From an optimization exercise on the open Yosys and OpenROAD flow, aimed at small area and a short achievable clock period; shortcuts taken in it are not production practice.

Design ColorDetect, start of the top module:
module ColorDetect(
    input reset_n,
    input clk,
    input enable,
    input [23:0] DATA_IN,
    input DATA_IN_VALID,
    input [10:0] X_VALUE,
    input [9:0] Y_VALUE,
    input [1:0] COLOR,
    input [31:0] FRAME_WAIT,
    output [31:0] COORDINATE,
    output READY
    );
    localparam KX = 5;   
    localparam KY = 5;   
    reg ready;
    reg en;
    reg [15:0] frames;
    reg [19:0] count;            
    reg [10:0] x_q0;             
    reg x_neg;                   
    reg [19:0] x_part;           
    reg [10:KX] x_qhi;           
    reg [9:0] y_q0;
    reg y_neg;
    reg [19:0] y_part;
    reg [9:KY] y_qhi;
    wire sof = (X_VALUE == 11'd0) && (Y_VALUE == 10'd0);
    wire run = enable && reset_n;
    wire hit = (frames == FRAME_WAIT[15:0]);
    always @(posedge clk) begin
        en <= run && hit;
        if (!run || hit)
            frames <= 16'd0;
        else if (DATA_IN_VALID && sof)
            frames <= frames + 16'd1;
    end
    always @(posedge clk)
        ready <= (X_VALUE == 11'd1279) && (Y_VALUE == 10'd719) && !ready;
    wire [7:0] r = DATA_IN[23:16];
    wire [7:0] g = DATA_IN[15:8];
  ...
Size: ~3,200 cells after synthesis, roughly 110 flip-flops, about 120 I/O pins, ~18,000 µm² of cells after synthesis.
==> flow/config.mk <==
export PLATFORM = sky130hd
export DESIGN_NAME = ColorDetect
export DESIGN_NICKNAME = ColorDetect
export VERILOG_FILES = /design/flow/design.v
export SDC_FILE = /design/flow/constraint.sdc
export NUM_CORES = 4
export LEC_CHECK = 0
export ABC_AREA = 1
export CAP_MARGIN = 20
export CORE_MARGIN = 2
export CORE_UTILIZATION = 40
export SLEW_MARGIN = 20
==> flow/constraint.sdc <==
create_clock -name core_clock -period 100.0 [get_ports {clk}]
set_input_delay 20.0000 -clock core_clock [delete_from_list [all_inputs] [get_ports {clk}]]
set_output_delay 20.0000 -clock core_clock [all_outputs]
set_load 0.01 [all_outputs]
standard.sh (not shown) runs the stock make flow with config.mk's settings and CLKGATE_MAP_FILE= SYNTH_SCRIPT=/design/flow/synth_recipe.tcl, a recipe that flattens the netlist after the stock synthesis.
==> flow/flow/run.sh <==
#!/bin/bash
# Standard layout, except: synthesis leaves adders to ABC (no full-adder
# cells), and the port buffers are buf_2 cells.
set -euo pipefail
export BUFFER_PORTS_ARGS="-buffer_cell sky130_fd_sc_hd__buf_2"
bash standard.sh "ADDER_MAP_FILE=" "BUFFER_PORTS_ARGS=-buffer_cell sky130_fd_sc_hd__buf_2" finish > standard.log 2>&1
The baseline completed with no timing, DRC or antenna violations.
Rerun with:
==> flow/flow/run.sh (replaced) <==
#!/bin/bash
# Standard layout, except: synthesis leaves adders to ABC (no full-adder
# cells), timing repair aims at a shorter period than the clock's (a larger
# setup slack margin), and the port buffers are buf_2 cells.
set -euo pipefail
export BUFFER_PORTS_ARGS="-buffer_cell sky130_fd_sc_hd__buf_2"
bash standard.sh "ADDER_MAP_FILE=" "SETUP_SLACK_MARGIN=68" "BUFFER_PORTS_ARGS=-buffer_cell sky130_fd_sc_hd__buf_2" finish > standard.log 2>&1
Result: Worst setup slack improved by 2.5 ns. Routed wire length came out higher by 8.0%. Cell area rises by 12%. Global-route usage goes up by 0.77 points. Worst hold slack hardly moves.
Rerun with:
==> flow/flow/run.sh (replaced) <==
#!/bin/bash
# Standard layout, except: synthesis leaves adders to ABC (no full-adder
# cells), ABC's buffers are removed at floorplan, and the port buffers are
# buf_2 cells.
set -euo pipefail
export BUFFER_PORTS_ARGS="-buffer_cell sky130_fd_sc_hd__buf_2"
bash standard.sh "ADDER_MAP_FILE=" "REMOVE_ABC_BUFFERS=1" "BUFFER_PORTS_ARGS=-buffer_cell sky130_fd_sc_hd__buf_2" finish > standard.log 2>&1
The new run completed without violations.
Non-clock buffer count falls by 166.
Area after synthesis stays the same.
Core utilization went down by 5.0 points.
Sequential cell count does not change.
Cell area is lower by 11%.
Die area is unchanged.
Setup slack degrades by 2.9 ns.
Function was not checked in any run of this note: the RTL went through the layout flow alone.

========
The RTL this note starts from:
==> flow/design.v <==
`timescale 1ns / 1ps
module ColorDetect(
    input reset_n,
    input clk,
    input enable,
    input [23:0] DATA_IN,
    input DATA_IN_VALID,
    input [10:0] X_VALUE,
    input [9:0] Y_VALUE,
    input [1:0] COLOR,
    input [31:0] FRAME_WAIT,
    output [31:0] COORDINATE,
    output READY
    );
    localparam KX = 5;   
    localparam KY = 5;   
    reg ready;
    reg en;
    reg [15:0] frames;
    reg [19:0] count;            
    reg [10:0] x_q0;             
    reg x_neg;                   
    reg [19:0] x_part;           
    reg [10:KX] x_qhi;           
    reg [9:0] y_q0;
    reg y_neg;
    reg [19:0] y_part;
    reg [9:KY] y_qhi;
    wire sof = (X_VALUE == 11'd0) && (Y_VALUE == 10'd0);
    wire run = enable && reset_n;
    wire hit = (frames == FRAME_WAIT[15:0]);
    always @(posedge clk) begin
        en <= run && hit;
        if (!run || hit)
            frames <= 16'd0;
        else if (DATA_IN_VALID && sof)
            frames <= frames + 16'd1;
    end
    always @(posedge clk)
        ready <= (X_VALUE == 11'd1279) && (Y_VALUE == 10'd719) && !ready;
    wire [7:0] r = DATA_IN[23:16];
    wire [7:0] g = DATA_IN[15:8];
    wire [7:0] b = DATA_IN[7:0];
    reg match;
    always @(*) begin
        case (COLOR)
            2'b00: match = (r >= 8'd180) && (g <= 8'd80) && (b <= 8'd80);
            2'b01: match = (r < 8'd80) && (g > 8'd180) && (b < 8'd80);
            2'b10: match = (r < 8'd80) && (g < 8'd80) && (b > 8'd180);
            default: match = (r > 8'd200) && (g > 8'd200) && (b < 8'd80);
        endcase
    end
    wire [10:0] qx;
    wire [19:0] rx;
    wire [9:0] qy;
    wire [19:0] ry;
    CentroidFinish #(.W(11), .K0(KX)) fx (.q0(x_q0), .neg(x_neg), .part(x_part), .qhi(x_qhi), .d(count), .q(qx), .r(rx));
    CentroidFinish #(.W(10), .K0(KY)) fy (.q0(y_q0), .neg(y_neg), .part(y_part), .qhi(y_qhi), .d(count), .q(qy), .r(ry));
    wire take = DATA_IN_VALID && match;
    wire [19:0] dn = count + {19'd0, take};
    wire nx_neg, ny_neg;
    wire [19:0] nx_part, ny_part;
    wire [10:KX] nx_qhi;
    wire [9:KY] ny_qhi;
    CentroidStart #(.W(11), .K0(KX)) sx (.q(qx), .r(rx), .v(X_VALUE), .take(take), .d(dn), .neg(nx_neg), .part(nx_part), .qhi(nx_qhi));
    CentroidStart #(.W(10), .K0(KY)) sy (.q(qy), .r(ry), .v(Y_VALUE), .take(take), .d(dn), .neg(ny_neg), .part(ny_part), .qhi(ny_qhi));
    wire clr = !reset_n || !en;
    always @(posedge clk) begin
        if (clr || (DATA_IN_VALID && sof)) begin
            count <= {19'd0, !clr && match};
            x_q0 <= 11'd0;
            x_neg <= 1'b0;
            x_part <= 20'd0;
            x_qhi <= 0;
            y_q0 <= 10'd0;
            y_neg <= 1'b0;
            y_part <= 20'd0;
            y_qhi <= 0;
        end else begin
            count <= dn;
            x_q0 <= qx;
            x_neg <= nx_neg;
            x_part <= nx_part;
            x_qhi <= nx_qhi;
            y_q0 <= qy;
            y_neg <= ny_neg;
            y_part <= ny_part;
            y_qhi <= ny_qhi;
        end
    end
    assign COORDINATE = {5'd0, qx, 6'd0, qy};
    assign READY = ready;
endmodule
module RippleAdd #(parameter N = 8) (
    input [N-1:0] a,
    input [N-1:0] b,
    input ci,
    output [N-1:0] s,
    output co
    );
    wire [N:0] c;
    assign c[0] = ci;
    genvar j;
    generate
        for (j = 0; j < N; j = j + 1) begin : bit_
            assign s[j] = a[j] ^ b[j] ^ c[j];
            assign c[j+1] = (a[j] & b[j]) | (c[j] & (a[j] ^ b[j]));
        end
    endgenerate
    assign co = c[N];
endmodule
module SelectAdd #(parameter N = 8, parameter B = 4) (
    input [N-1:0] a,
    input [N-1:0] b,
    input ci,
    output [N-1:0] s,
    output co
    );
    generate
        if (N <= B) begin : one
            RippleAdd #(.N(N)) r (.a(a), .b(b), .ci(ci), .s(s), .co(co));
        end else begin : split
            wire c;
            RippleAdd #(.N(B)) lo (.a(a[B-1:0]), .b(b[B-1:0]), .ci(ci), .s(s[B-1:0]), .co(c));
            wire [N-B-1:0] s0, s1;
            wire c0, c1;
            RippleAdd #(.N(N-B)) h0 (.a(a[N-1:B]), .b(b[N-1:B]), .ci(1'b0), .s(s0), .co(c0));
            RippleAdd #(.N(N-B)) h1 (.a(a[N-1:B]), .b(b[N-1:B]), .ci(1'b1), .s(s1), .co(c1));
            assign s[N-1:B] = c ? s1 : s0;
            assign co = c0 | (c & c1);
        end
    endgenerate
endmodule
module DivStage #(parameter W = 11, parameter I = 1) (
    input [W:0] a,
    input [19:0] d,
    output [W:0] an,
    output qb
    );
    localparam K = W + 1 - I;
    wire [K-1:0] t;
    wire ge;
    SelectAdd #(.N(K), .B((K+1)/2)) sub (.a(a[W:I]), .b(~d[K-1:0]), .ci(1'b1), .s(t), .co(ge));
    assign qb = ge & ~|d[19:K];
    generate
        if (I > 0) begin : low
            assign an = qb ? {t, a[I-1:0]} : a;
        end
    endgenerate
endmodule
module CentroidStart #(parameter W = 11, parameter K0 = 4) (
    input [W-1:0] q,
    input [19:0] r,
    input [W-1:0] v,
    input take,
    input [19:0] d,
    output neg,
    output [19:0] part,
    output [W-1:K0] qhi
    );
    wire [20:0] o1 = {1'b0, r};
    wire [20:0] o2 = {{(21-W){1'b0}}, v & {W{take}}};
    wire [20:0] o3 = {{(21-W){1'b1}}, ~(q & {W{take}})};
    wire [20:0] cs = o1 ^ o2 ^ o3;
    wire [20:0] cc = (o1 & o2) | (o1 & o3) | (o2 & o3);
    wire [20:0] n;
    wire co;
    SelectAdd #(.N(21), .B(11)) add (.a(cs), .b({cc[19:0], 1'b0}), .ci(1'b1), .s(n), .co(co));
    assign neg = n[20];
    wire [19:0] m = n[19:0] ^ {20{neg}};
    wire [W:0] a [K0:W];
    assign a[W] = m[W:0];
    genvar i;
    generate
        for (i = W - 1; i >= K0; i = i - 1) begin : stage
            DivStage #(.W(W), .I(i)) st (.a(a[i+1]), .d(d), .an(a[i]), .qb(qhi[i]));
        end
    endgenerate
    assign part = {m[19:W+1], a[K0]};
endmodule
module CentroidFinish #(parameter W = 11, parameter K0 = 4) (
    input [W-1:0] q0,
    input neg,
    input [19:0] part,
    input [W-1:K0] qhi,
    input [19:0] d,
    output [W-1:0] q,
    output [19:0] r
    );
    wire [W:0] a [0:K0];
    wire [K0-1:0] qlo;
    assign a[K0] = part[W:0];
    genvar i;
    generate
        for (i = K0 - 1; i >= 1; i = i - 1) begin : stage
            DivStage #(.W(W), .I(i)) st (.a(a[i+1]), .d(d), .an(a[i]), .qb(qlo[i]));
        end
    endgenerate
    wire [19:0] p = {part[19:W+1], a[1]};
    wire [19:0] t0;
    wire [19:0] u;
    wire ge0, cu;
    SelectAdd #(.N(20), .B(10)) sub0 (.a(p), .b(~d), .ci(1'b1), .s(t0), .co(ge0));
    SelectAdd #(.N(20), .B(10)) add2 (.a({d[18:0], 1'b0}), .b(~p), .ci(1'b0), .s(u), .co(cu));
    assign qlo[0] = ge0;
    assign r = neg ? (ge0 ? u : ~t0) : (ge0 ? t0 : p);
    wire [W-1:0] e = {qhi, qlo[K0-1:1], 1'b0} ^ {{(W-1){neg}}, 1'b0};
    wire [W-1:0] q_0, q_1;
    wire cq0, cq1;
    RippleAdd #(.N(W)) addq0 (.a(q0), .b(e), .ci(1'b0), .s(q_0), .co(cq0));
    RippleAdd #(.N(W)) addq1 (.a(q0), .b(e | 1'b1), .ci(1'b0), .s(q_1), .co(cq1));
    assign q = (ge0 ^ neg) ? q_1 : q_0;
endmodule
==> flow/config.mk <==
export PLATFORM = sky130hd
export DESIGN_NAME = ColorDetect
export DESIGN_NICKNAME = ColorDetect
export VERILOG_FILES = /design/flow/design.v
export SDC_FILE = /design/flow/constraint.sdc
export NUM_CORES = 4
export LEC_CHECK = 0
export ABC_AREA = 1
export CAP_MARGIN = 20
export CORE_MARGIN = 2
export CORE_UTILIZATION = 40
export SLEW_MARGIN = 20
==> flow/constraint.sdc <==
create_clock -name core_clock -period 100.0 [get_ports {clk}]
set_input_delay 20.0000 -clock core_clock [delete_from_list [all_inputs] [get_ports {clk}]]
set_output_delay 20.0000 -clock core_clock [all_outputs]
set_load 0.01 [all_outputs]
==> flow/flow/run.sh <==
#!/bin/bash
# Standard layout, with the port buffers made from buf_2 cells instead of
# the resizer's default choice.
set -euo pipefail
export BUFFER_PORTS_ARGS="-buffer_cell sky130_fd_sc_hd__buf_2"
bash standard.sh "BUFFER_PORTS_ARGS=-buffer_cell sky130_fd_sc_hd__buf_2" finish > standard.log 2>&1
Rerun with:
- CORE_UTILIZATION: 40 -> 65
Area after synthesis is unchanged.
Synthesized cell count stays the same.
Hold slack got worse by 0.0058 ns.
Core utilization rose by 26 points.
Maximum frequency rose by 0.53%.
Design area fell by 1.3%.
Rerun with:
==> flow/flow/run.sh (replaced) <==
#!/bin/bash
# Standard layout, with the port buffers made from buf_2 cells instead of
# the resizer's default choice, and timing repair aiming at a shorter period
# than the clock's (a larger setup slack margin).
set -euo pipefail
export BUFFER_PORTS_ARGS="-buffer_cell sky130_fd_sc_hd__buf_2"
bash standard.sh "BUFFER_PORTS_ARGS=-buffer_cell sky130_fd_sc_hd__buf_2" "SETUP_SLACK_MARGIN=62" finish > standard.log 2>&1
- CORE_UTILIZATION: 65 -> 40
What happened:
- count of clock-buffer cells in the layout climbs by 1
- cell count climbs by roughly a tenth
- wire length climbs by a little under a tenth
- non-clock buffer count climbs by 43
- fmax climbs by roughly a tenth
- worst setup slack improved by 4.7 ns
- design area climbs by a few percent
- synthesized area is unchanged
- hold slack hardly moves
- critical path depth climbs by 1
No functional check of the RTL was part of any run of this note.

[separate check: timing with driven ports]
In the flow no input, the clock included, has a driving cell. The finished layouts below were timed again as built, in two steps. Step 1, drivers: a clkbuf_16 drives clk and a buf_2 each remaining input, both assumed. Step 2 times the ports against the registers' clock, not the clock port: input delays grow and output delays shrink by t, the midpoint of the rising clock arrivals with the driver on. Slacks: ideal / step 1 / step 2; pairs: ideal / step 1.
| run | t (ns) | setup WS [ns] | worst hold slack (ns) | clock arrival spread, ns | slew at the worst register clock pin (ns) |
|---|---|---|---|---|---|
| the first run of note 1 | 0.464 | 65.622 / 65.565 / 66.029 | 0.530 / 0.530 / 0.530 | 0.021 / 0.020 | 0.10 / 0.10 |
| the second run of note 1 | 0.465 | 68.099 / 68.042 / 68.390 | 0.531 / 0.531 / 0.531 | 0.018 / 0.019 | 0.10 / 0.10 |
| the third run of note 1 | 0.453 | 65.240 / 65.179 / 65.632 | 0.530 / 0.530 / 0.530 | 0.014 / 0.014 | 0.10 / 0.10 |
| the first run of note 2 | 0.432 | 57.840 / 57.787 / 58.219 | 0.533 / 0.533 / 0.533 | 0.013 / 0.014 | 0.09 / 0.09 |
| the second run of note 2 | 0.421 | 58.061 / 58.010 / 58.432 | 0.527 / 0.527 / 0.527 | 0.014 / 0.015 | 0.09 / 0.09 |
| the third run of note 2 | 0.432 | 62.733 / 62.679 / 62.511 | 0.528 / 0.528 / 0.528 | 0.016 / 0.015 | 0.09 / 0.09 |
After both steps setup and hold are still met in every run listed. The setup slack of the third run of note 2, which loses most, moves by -0.054 ns with the drivers and by -0.222 ns with both steps.
